Source: an optimization exercise on an open RTL-to-GDS flow (aim: small area and a short achievable clock period). Production flows keep margins and buffers that such runs may drop. Function was checked by simulation only, so behaviour that the tests miss may differ from the original. No driver is modelled on the clock port, so clock power and skew are understated where the tree is cut down; a real chip needs a root buffer or a tree. Power figures rest on the tool's default switching activity, not on a simulated workload.

==> job 4998 <==
==> flow/design.v <==
module GS(a3,a2,a1,a0,
          b3,b2,b1,b0);
input  a3,a2,a1,a0;
output b3,b2,b1,b0;
wire t0,t1,t2,t3,s1,s2;
assign t1 = a1 ^ ~(a0 & a2) ^ 1'b1;
assign t0 = a0 ^ ~(t1 & a3) ^ 1'b1;
assign t2 = a2 ^ ~(t0 | t1) ^ 1'b1;
assign t3 = ~(a3 ^ t2);
assign s1 = ~(t1 ^ t3);
assign s2 = t2 ^ ~(t0 & s1) ^ 1'b1;
assign b3 = t0;
assign b1 = s1;
assign b2 = s2;
assign b0 = t3;
endmodule
module SubCells(a0,a1,a2,a3,
                b0,b1,b2,b3);
input [31:0] a0,a1,a2,a3;
output[31:0] b0,b1,b2,b3;
genvar i;
generate
for (i = 0; i < 32; i = i + 1) begin : sb
    GS u(a3[i],a2[i],a1[i],a0[i],b3[i],b2[i],b1[i],b0[i]);
end
endgenerate
endmodule
module PermBits(a0,a1,a2,a3,
                b0,b1,b2,b3);
input [31:0] a0,a1,a2,a3;
output[31:0] b0,b1,b2,b3;
assign b0[0] = a0[0];
assign b0[24] = a0[1];
assign b0[16] = a0[2];
assign b0[8] = a0[3];
assign b0[1] = a0[4];
assign b0[25] = a0[5];
assign b0[17] = a0[6];
assign b0[9] = a0[7];
assign b0[2] = a0[8];
assign b0[26] = a0[9];
assign b0[18] = a0[10];
assign b0[10] = a0[11];
assign b0[3] = a0[12];
assign b0[27] = a0[13];
assign b0[19] = a0[14];
assign b0[11] = a0[15];
assign b0[4] = a0[16];
assign b0[28] = a0[17];
assign b0[20] = a0[18];
assign b0[12] = a0[19];
assign b0[5] = a0[20];
assign b0[29] = a0[21];
assign b0[21] = a0[22];
assign b0[13] = a0[23];
assign b0[6] = a0[24];
assign b0[30] = a0[25];
assign b0[22] = a0[26];
assign b0[14] = a0[27];
assign b0[7] = a0[28];
assign b0[31] = a0[29];
assign b0[23] = a0[30];
assign b0[15] = a0[31];
assign b1[8] = a1[0];
assign b1[0] = a1[1];
assign b1[24] = a1[2];
assign b1[16] = a1[3];
assign b1[9] = a1[4];
assign b1[1] = a1[5];
assign b1[25] = a1[6];
assign b1[17] = a1[7];
assign b1[10] = a1[8];
assign b1[2] = a1[9];
assign b1[26] = a1[10];
assign b1[18] = a1[11];
assign b1[11] = a1[12];
assign b1[3] = a1[13];
assign b1[27] = a1[14];
assign b1[19] = a1[15];
assign b1[12] = a1[16];
assign b1[4] = a1[17];
assign b1[28] = a1[18];
assign b1[20] = a1[19];
assign b1[13] = a1[20];
assign b1[5] = a1[21];
assign b1[29] = a1[22];
assign b1[21] = a1[23];
assign b1[14] = a1[24];
assign b1[6] = a1[25];
assign b1[30] = a1[26];
assign b1[22] = a1[27];
assign b1[15] = a1[28];
assign b1[7] = a1[29];
assign b1[31] = a1[30];
assign b1[23] = a1[31];
assign b2[16] = a2[0];
assign b2[8] = a2[1];
assign b2[0] = a2[2];
assign b2[24] = a2[3];
assign b2[17] = a2[4];
assign b2[9] = a2[5];
assign b2[1] = a2[6];
assign b2[25] = a2[7];
assign b2[18] = a2[8];
assign b2[10] = a2[9];
assign b2[2] = a2[10];
assign b2[26] = a2[11];
assign b2[19] = a2[12];
assign b2[11] = a2[13];
assign b2[3] = a2[14];
assign b2[27] = a2[15];
assign b2[20] = a2[16];
assign b2[12] = a2[17];
assign b2[4] = a2[18];
assign b2[28] = a2[19];
assign b2[21] = a2[20];
assign b2[13] = a2[21];
assign b2[5] = a2[22];
assign b2[29] = a2[23];
assign b2[22] = a2[24];
assign b2[14] = a2[25];
assign b2[6] = a2[26];
assign b2[30] = a2[27];
assign b2[23] = a2[28];
assign b2[15] = a2[29];
assign b2[7] = a2[30];
assign b2[31] = a2[31];
assign b3[24] = a3[0];
assign b3[16] = a3[1];
assign b3[8] = a3[2];
assign b3[0] = a3[3];
assign b3[25] = a3[4];
assign b3[17] = a3[5];
assign b3[9] = a3[6];
assign b3[1] = a3[7];
assign b3[26] = a3[8];
assign b3[18] = a3[9];
assign b3[10] = a3[10];
assign b3[2] = a3[11];
assign b3[27] = a3[12];
assign b3[19] = a3[13];
assign b3[11] = a3[14];
assign b3[3] = a3[15];
assign b3[28] = a3[16];
assign b3[20] = a3[17];
assign b3[12] = a3[18];
assign b3[4] = a3[19];
assign b3[29] = a3[20];
assign b3[21] = a3[21];
assign b3[13] = a3[22];
assign b3[5] = a3[23];
assign b3[30] = a3[24];
assign b3[22] = a3[25];
assign b3[14] = a3[26];
assign b3[6] = a3[27];
assign b3[31] = a3[28];
assign b3[23] = a3[29];
assign b3[15] = a3[30];
assign b3[7] = a3[31];
endmodule
module RoundFunction(a,
                     b);
input [127:0] a;
output[127:0] b;
wire [31:0] a0,a1,a2,a3;
wire [31:0] s0,s1,s2,s3;
wire [31:0] p0,p1,p2,p3;
genvar i;
generate
for (i = 0; i < 32; i = i + 1) begin : sl
    assign a0[i] = a[4*i];
    assign a1[i] = a[4*i+1];
    assign a2[i] = a[4*i+2];
    assign a3[i] = a[4*i+3];
    assign b[4*i]   = p0[i];
    assign b[4*i+1] = p1[i];
    assign b[4*i+2] = p2[i];
    assign b[4*i+3] = p3[i];
end
endgenerate
SubCells sc0(a0,a1,a2,a3,
             s0,s1,s2,s3);
PermBits pm0(s0,s1,s2,s3,
             p0,p1,p2,p3);
endmodule
module KeyUpdate(a,
                 b);
input [127:0] a;
output[127:0] b;
wire [31:0] a0,a1,a2,a3;
wire [31:0] b0,b1,b2,b3;
assign a0 = a[31:0];
assign a1 = a[63:32];
assign a2 = a[95:64];
assign a3 = a[127:96];
assign b3[0] = a0[12];
assign b3[1] = a0[13];
assign b3[2] = a0[14];
assign b3[3] = a0[15];
assign b3[4] = a0[0];
assign b3[5] = a0[1];
assign b3[6] = a0[2];
assign b3[7] = a0[3];
assign b3[8] = a0[4];
assign b3[9] = a0[5];
assign b3[10] = a0[6];
assign b3[11] = a0[7];
assign b3[12] = a0[8];
assign b3[13] = a0[9];
assign b3[14] = a0[10];
assign b3[15] = a0[11];
assign b3[16] = a0[18];
assign b3[17] = a0[19];
assign b3[18] = a0[20];
assign b3[19] = a0[21];
assign b3[20] = a0[22];
assign b3[21] = a0[23];
assign b3[22] = a0[24];
assign b3[23] = a0[25];
assign b3[24] = a0[26];
assign b3[25] = a0[27];
assign b3[26] = a0[28];
assign b3[27] = a0[29];
assign b3[28] = a0[30];
assign b3[29] = a0[31];
assign b3[30] = a0[16];
assign b3[31] = a0[17];
assign b0 = a1;
assign b1 = a2;
assign b2 = a3;
assign b = {b3,b2,b1,b0};
endmodule
module PelicanMAC(clk,rst,
             load_iv,
             load_k,
             load_m,
             din,
             dout,
             done);
input             clk,rst;
input             load_iv;
output            load_k;
output            load_m;
input     [127:0] din;
output    [127:0] dout;
output            done;
reg st_i, st_k, st_e, st_p, st_x, st_d;    
reg st_r, st_h;                            
reg kc;                                    
reg [1:0] blok;                            
reg second;                                
reg last;                                  
reg lm;                                    
reg [5:0] q;                               
wire last_n = (st_e & (q == 6'd45)) | (st_p & (q == 6'd33));
wire b3     = (blok == 2'd3);
wire n_i = rst;
wire n_k = ~rst & (st_i | (st_k & ~kc) | (st_x & b3));
wire n_e = ~rst & ((st_k & kc) | (st_e & ~last));
wire n_x = ~rst & ((st_e & last & ~second) | (st_p & last));
wire n_p = ~rst & ((st_x & ~b3) | (st_p & ~last));
wire n_d = ~rst & (st_d | (st_e & last & second));
always @(posedge clk) begin
    st_i   <= n_i;
    st_k   <= n_k;
    st_e   <= n_e;
    st_p   <= n_p;
    st_x   <= n_x;
    st_d   <= n_d;
    st_r   <= n_e | n_p;
    st_h   <= n_i | n_k | n_x | n_d;
    kc     <= ~rst & st_k & ~kc;
    blok   <= rst ? 2'd0 : blok + {1'b0, st_x};
    second <= ~rst & (second | (st_x & b3));
    last   <= ~rst & last_n;
    lm     <= ~rst & ((st_e & (q == 6'd45) & ~second) | (st_p & (q == 6'd33)));
    q      <= (st_k | st_x) ? 6'd1 : {q[4:0], ~(q[5] ^ q[4])};
end
assign load_k = st_k;
assign load_m = lm;
assign done   = st_d;
reg  [127:0] s;
reg  [127:0] k;
wire [127:0] sp;
wire [127:0] kuo;
wire rl = st_r & ~load_iv;       
wire hl = st_h & ~load_iv;       
wire xl = st_x | load_iv;        
wire el = st_e & ~load_iv;       
wire pl = st_p & ~load_iv;       
RoundFunction rf0(s, sp);
KeyUpdate ku0(k, kuo);
reg [127:0] t;
integer m;
always @(*) begin
    t = 128'd0;
    for (m = 0; m < 32; m = m + 1) begin
        t[4*m]   = pl;
        t[4*m+1] = k[m]    & el;
        t[4*m+2] = k[64+m] & el;
    end
    for (m = 0; m < 6; m = m + 1)
        t[4*m+3] = q[m] & rl;
    t[127] = rl;
end
always @(posedge clk) begin
    s <= ((sp & {128{rl}}) | (s & {128{hl}})) ^ (din & {128{xl}}) ^ t;
    k <= st_k ? din : kuo;
end
assign dout = s;
endmodule
==> flow/flow/run.sh <==
#!/bin/bash
# Standard ORFS layout, with plain buf_1 cells as the port buffers (the
# resizer still upsizes them where timing or slew needs it).
set -euo pipefail
export BUFFER_PORTS_ARGS="-buffer_cell sky130_fd_sc_hd__buf_1"
bash standard.sh > standard.log 2>&1
==> flow/standard.sh <==
#!/bin/bash
# synth_recipe.tcl (not shown) runs the flow's synth.tcl, then flattens the netlist and writes it again
# the make line also repeats each setting of config.mk as NAME=value (left out here)
make -C /OpenROAD-flow-scripts/flow DESIGN_CONFIG=/design/flow/config.mk WORK_HOME=/design/flow/orfs CLKGATE_MAP_FILE= SYNTH_SCRIPT=/design/flow/synth_recipe.tcl "${@:-finish}"
==> flow/config.mk <==
export PLATFORM = sky130hd
export DESIGN_NAME = PelicanMAC
export DESIGN_NICKNAME = PelicanMAC
export VERILOG_FILES = /design/flow/design.v
export SDC_FILE = /design/flow/constraint.sdc
export NUM_CORES = 4
export LEC_CHECK = 0
export CAP_MARGIN = 20
export CORE_MARGIN = 2
export CORE_UTILIZATION = 40
export CTS_BUF_LIST = sky130_fd_sc_hd__clkbuf_8
export CTS_CLUSTER_SIZE = 20
export SETUP_SLACK_MARGIN = 1.5
export SLEW_MARGIN = 20
==> flow/constraint.sdc <==
create_clock -name core_clock -period 3.5 [get_ports {clk}]
set_input_delay 0.7000 -clock core_clock [delete_from_list [all_inputs] [get_ports {clk}]]
set_output_delay 0.7000 -clock core_clock [all_outputs]
set_load 0.01 [all_outputs]
==> inputs of job 9785, as changes to job 4998 <==
==> flow/flow/run.sh (replaced) <==
#!/bin/bash
# ORFS layout through the standard.sh, with
#  - plain buf_1 cells as port buffers (the resizer upsizes where needed),
#  - a hand-built two-level clock tree (flow/cts_hook.tcl) in place of
#    TritonCTS, for a low clock insertion delay.
set -euo pipefail
here=$(cd "$(dirname "$0")" && pwd)
export BUFFER_PORTS_ARGS="-buffer_cell sky130_fd_sc_hd__buf_1"
export PRE_CTS_TCL="$here/cts_hook.tcl"
export MCTS_RLEV=2 MCTS_LLEV=2
export MCTS_ROOT=sky130_fd_sc_hd__clkbuf_16 MCTS_LEAF=sky130_fd_sc_hd__clkbuf_16
bash standard.sh > standard.log 2>&1
==> flow/flow/cts_hook.tcl (new file) <==
# PRE_CTS hook: build a shallow, balanced clock tree by hand (see mancts.tcl)
# in place of TritonCTS; the rest of ORFS's CTS step (legalisation, timing
# repair) runs as usual.
source [file join [file dirname [info script]] mancts.tcl]
man_cts $::env(MCTS_RLEV) $::env(MCTS_LLEV) $::env(MCTS_ROOT) $::env(MCTS_LEAF)
set_propagated_clock [all_clocks]
rename clock_tree_synthesis ""
proc clock_tree_synthesis {args} {
  puts "clock_tree_synthesis skipped: clock tree built by cts_hook.tcl"
}
==> flow/flow/mancts.tcl (new file) <==
# Manual clock tree: the flip-flops are split by balanced recursive bisection
# of their placed positions into 2^(rlev+llev) groups; each group gets a leaf
# buffer at its centre, and each 2^llev neighbouring leaves a root buffer
# driven by the clock port (2^rlev roots). With llev 0 the roots drive the
# flip-flops directly.
proc man_cts {rlev llev rootcell leafcell} {
  set block [ord::get_db_block]
  set db [ord::get_db]
  set clknet [$block findNet clk]
  set sinks {}
  foreach it [$clknet getITerms] {
    lappend sinks $it
  }
  # positions
  set pts {}
  foreach it $sinks {
    set inst [$it getInst]
    set bb [$inst getBBox]
    lappend pts [list [expr {([$bb xMin]+[$bb xMax])/2}] [expr {([$bb yMin]+[$bb yMax])/2}]]
  }
  # balanced recursive bisection: split along the wider spread
  proc bisect {items levels} {
    if {$levels == 0} { return [list $items] }
    set xs {}; set ys {}
    foreach it $items { lappend xs [lindex $it 0]; lappend ys [lindex $it 1] }
    set xs [lsort -integer $xs]; set ys [lsort -integer $ys]
    set ax [expr {([lindex $xs end] - [lindex $xs 0]) >= ([lindex $ys end] - [lindex $ys 0]) ? 0 : 1}]
    set s [lsort -integer -index $ax $items]
    set h [expr {[llength $s] / 2}]
    return [concat [bisect [lrange $s 0 [expr {$h-1}]] [expr {$levels-1}]] [bisect [lrange $s $h end] [expr {$levels-1}]]]
  }
  proc centre {items} {
    set sx 0; set sy 0
    foreach it $items { incr sx [lindex $it 0]; incr sy [lindex $it 1] }
    set n [llength $items]
    return [list [expr {$sx / $n}] [expr {$sy / $n}]]
  }
  set items {}
  set i 0
  foreach p $pts { lappend items [list [lindex $p 0] [lindex $p 1] $i]; incr i }
  set groups [bisect $items [expr {$rlev + $llev}]]
  set lasg [lrepeat [llength $pts] 0]
  set lcs {}
  set g 0
  foreach grp $groups {
    lappend lcs [centre $grp]
    foreach it $grp { lset lasg [lindex $it 2] $g }
    incr g
  }
  set nleaf [expr {$llev > 0 ? [llength $groups] : 0}]
  set nroot [expr {1 << $rlev}]
  set per [expr {1 << $llev}]
  set rcs {}; set rasg {}
  for {set r 0} {$r < $nroot} {incr r} {
    set sub {}
    for {set l [expr {$r*$per}]} {$l < ($r+1)*$per} {incr l} { lappend sub [lindex $lcs $l]; lappend rasg $r }
    lappend rcs [centre $sub]
  }
  set rootm [$db findMaster $rootcell]
  set leafm [$db findMaster $leafcell]
  # root buffers
  set rnets {}
  for {set r 0} {$r < $nroot} {incr r} {
    set inst [odb::dbInst_create $block $rootm "mcts_root_$r"]
    $inst setLocation [lindex $rcs $r 0] [lindex $rcs $r 1]
    $inst setPlacementStatus PLACED
    set net [odb::dbNet_create $block "mcts_rnet_$r"]
    $net setSigType CLOCK
    [$inst findITerm A] connect $clknet
    [$inst findITerm X] connect $net
    lappend rnets $net
  }
  set dnets $rnets
  if {$nleaf > 0} {
    set dnets {}
    for {set l 0} {$l < $nleaf} {incr l} {
      set inst [odb::dbInst_create $block $leafm "mcts_leaf_$l"]
      $inst setLocation [lindex $lcs $l 0] [lindex $lcs $l 1]
      $inst setPlacementStatus PLACED
      set net [odb::dbNet_create $block "mcts_lnet_$l"]
      $net setSigType CLOCK
      [$inst findITerm A] connect [lindex $rnets [lindex $rasg $l]]
      [$inst findITerm X] connect $net
      lappend dnets $net
    }
  }
  set i 0
  foreach it $sinks {
    $it disconnect
    $it connect [lindex $dnets [lindex $lasg $i]]
    incr i
  }
}
CTS_BUF_LIST = unset   (was sky130_fd_sc_hd__clkbuf_8)
CTS_CLUSTER_SIZE = unset   (was 20)
SETUP_SLACK_MARGIN = 1.8   (was 1.5)
==> notes <==
Of job 4998 and job 9785, job 9785 has the higher worst hold slack (gap 0.097 ns).
Between job 9785 and job 4998, the lower final area is in job 9785 (gap about 0.44%, measured against job 4998).
Total power: job 9785 is smaller than job 4998 (about 8%).
Against job 4998, the clock power of job 9785 is lower by 32%.
Of job 4998 and job 9785, job 9785 has the higher first-iteration DRC count (gap 12%, measured against job 9785).
==> figures <==
quantity                                                job 9785        job 4998
Fillcell total                                             4,238           4,190
Tcrit/Tclk final                                          48.91%          56.39%
Tightest Pin Transition                                0.6804 ns       0.6764 ns
Via count of the first global-routing pass                13,340          13,480
Routed wl met3                                           6582 um         5471 um
Total number of cells along the worst setup path               5               1
Met3 demand-to-capacity share in global routing           5.830%          5.281%
End point of the worst hold path                   k[72]$_DFF_P_   s[63]$_DFF_P_
Share of total power consumed by net switching            36.35%          35.31%
Detailed-routed wire length on met2                    28,600 um       27,420 um
Wire length on met1                                    28,460 um       26,890 um
Outcome                                           finished clean  finished clean
In job 9785 the design's own scripts or RTL, not TritonCTS, make the clock network.

## afterwards: timing with drivers on the ports
No port has a modelled driver above. Below, the same layouts with a new extraction and two added sets of constraints. Step 1 sets driving cells, clkbuf_16 on the clock port and buf_2 on the other inputs (assumed; they add their load-dependent delay and slew). Step 2, shift: input delay + t, output delay - t, t = (earliest + latest rising clock arrival at the registers) / 2. This alone moves slack from input paths to output paths. Slacks: no drivers / after step 1 / after step 2; pairs: no drivers / after step 1.
run | shift t [ns] | setup WS [ns] | worst setup path at the end | latest minus earliest clock arrival (ns) | cell pins on the clock port's net
job 4998 | 0.667 | 1.526 / 1.475 / 0.988 | input to register | 0.023 / 0.023 | 1
job 9785 | 0.429 | 1.788 / 1.694 / 1.316 | input to register | 0.028 / 0.029 | 4
After both steps every run listed still meets setup and hold. For job 4998, which loses most, drivers alone change the setup slack by -0.051 ns; drivers and shift together by -0.538 ns.
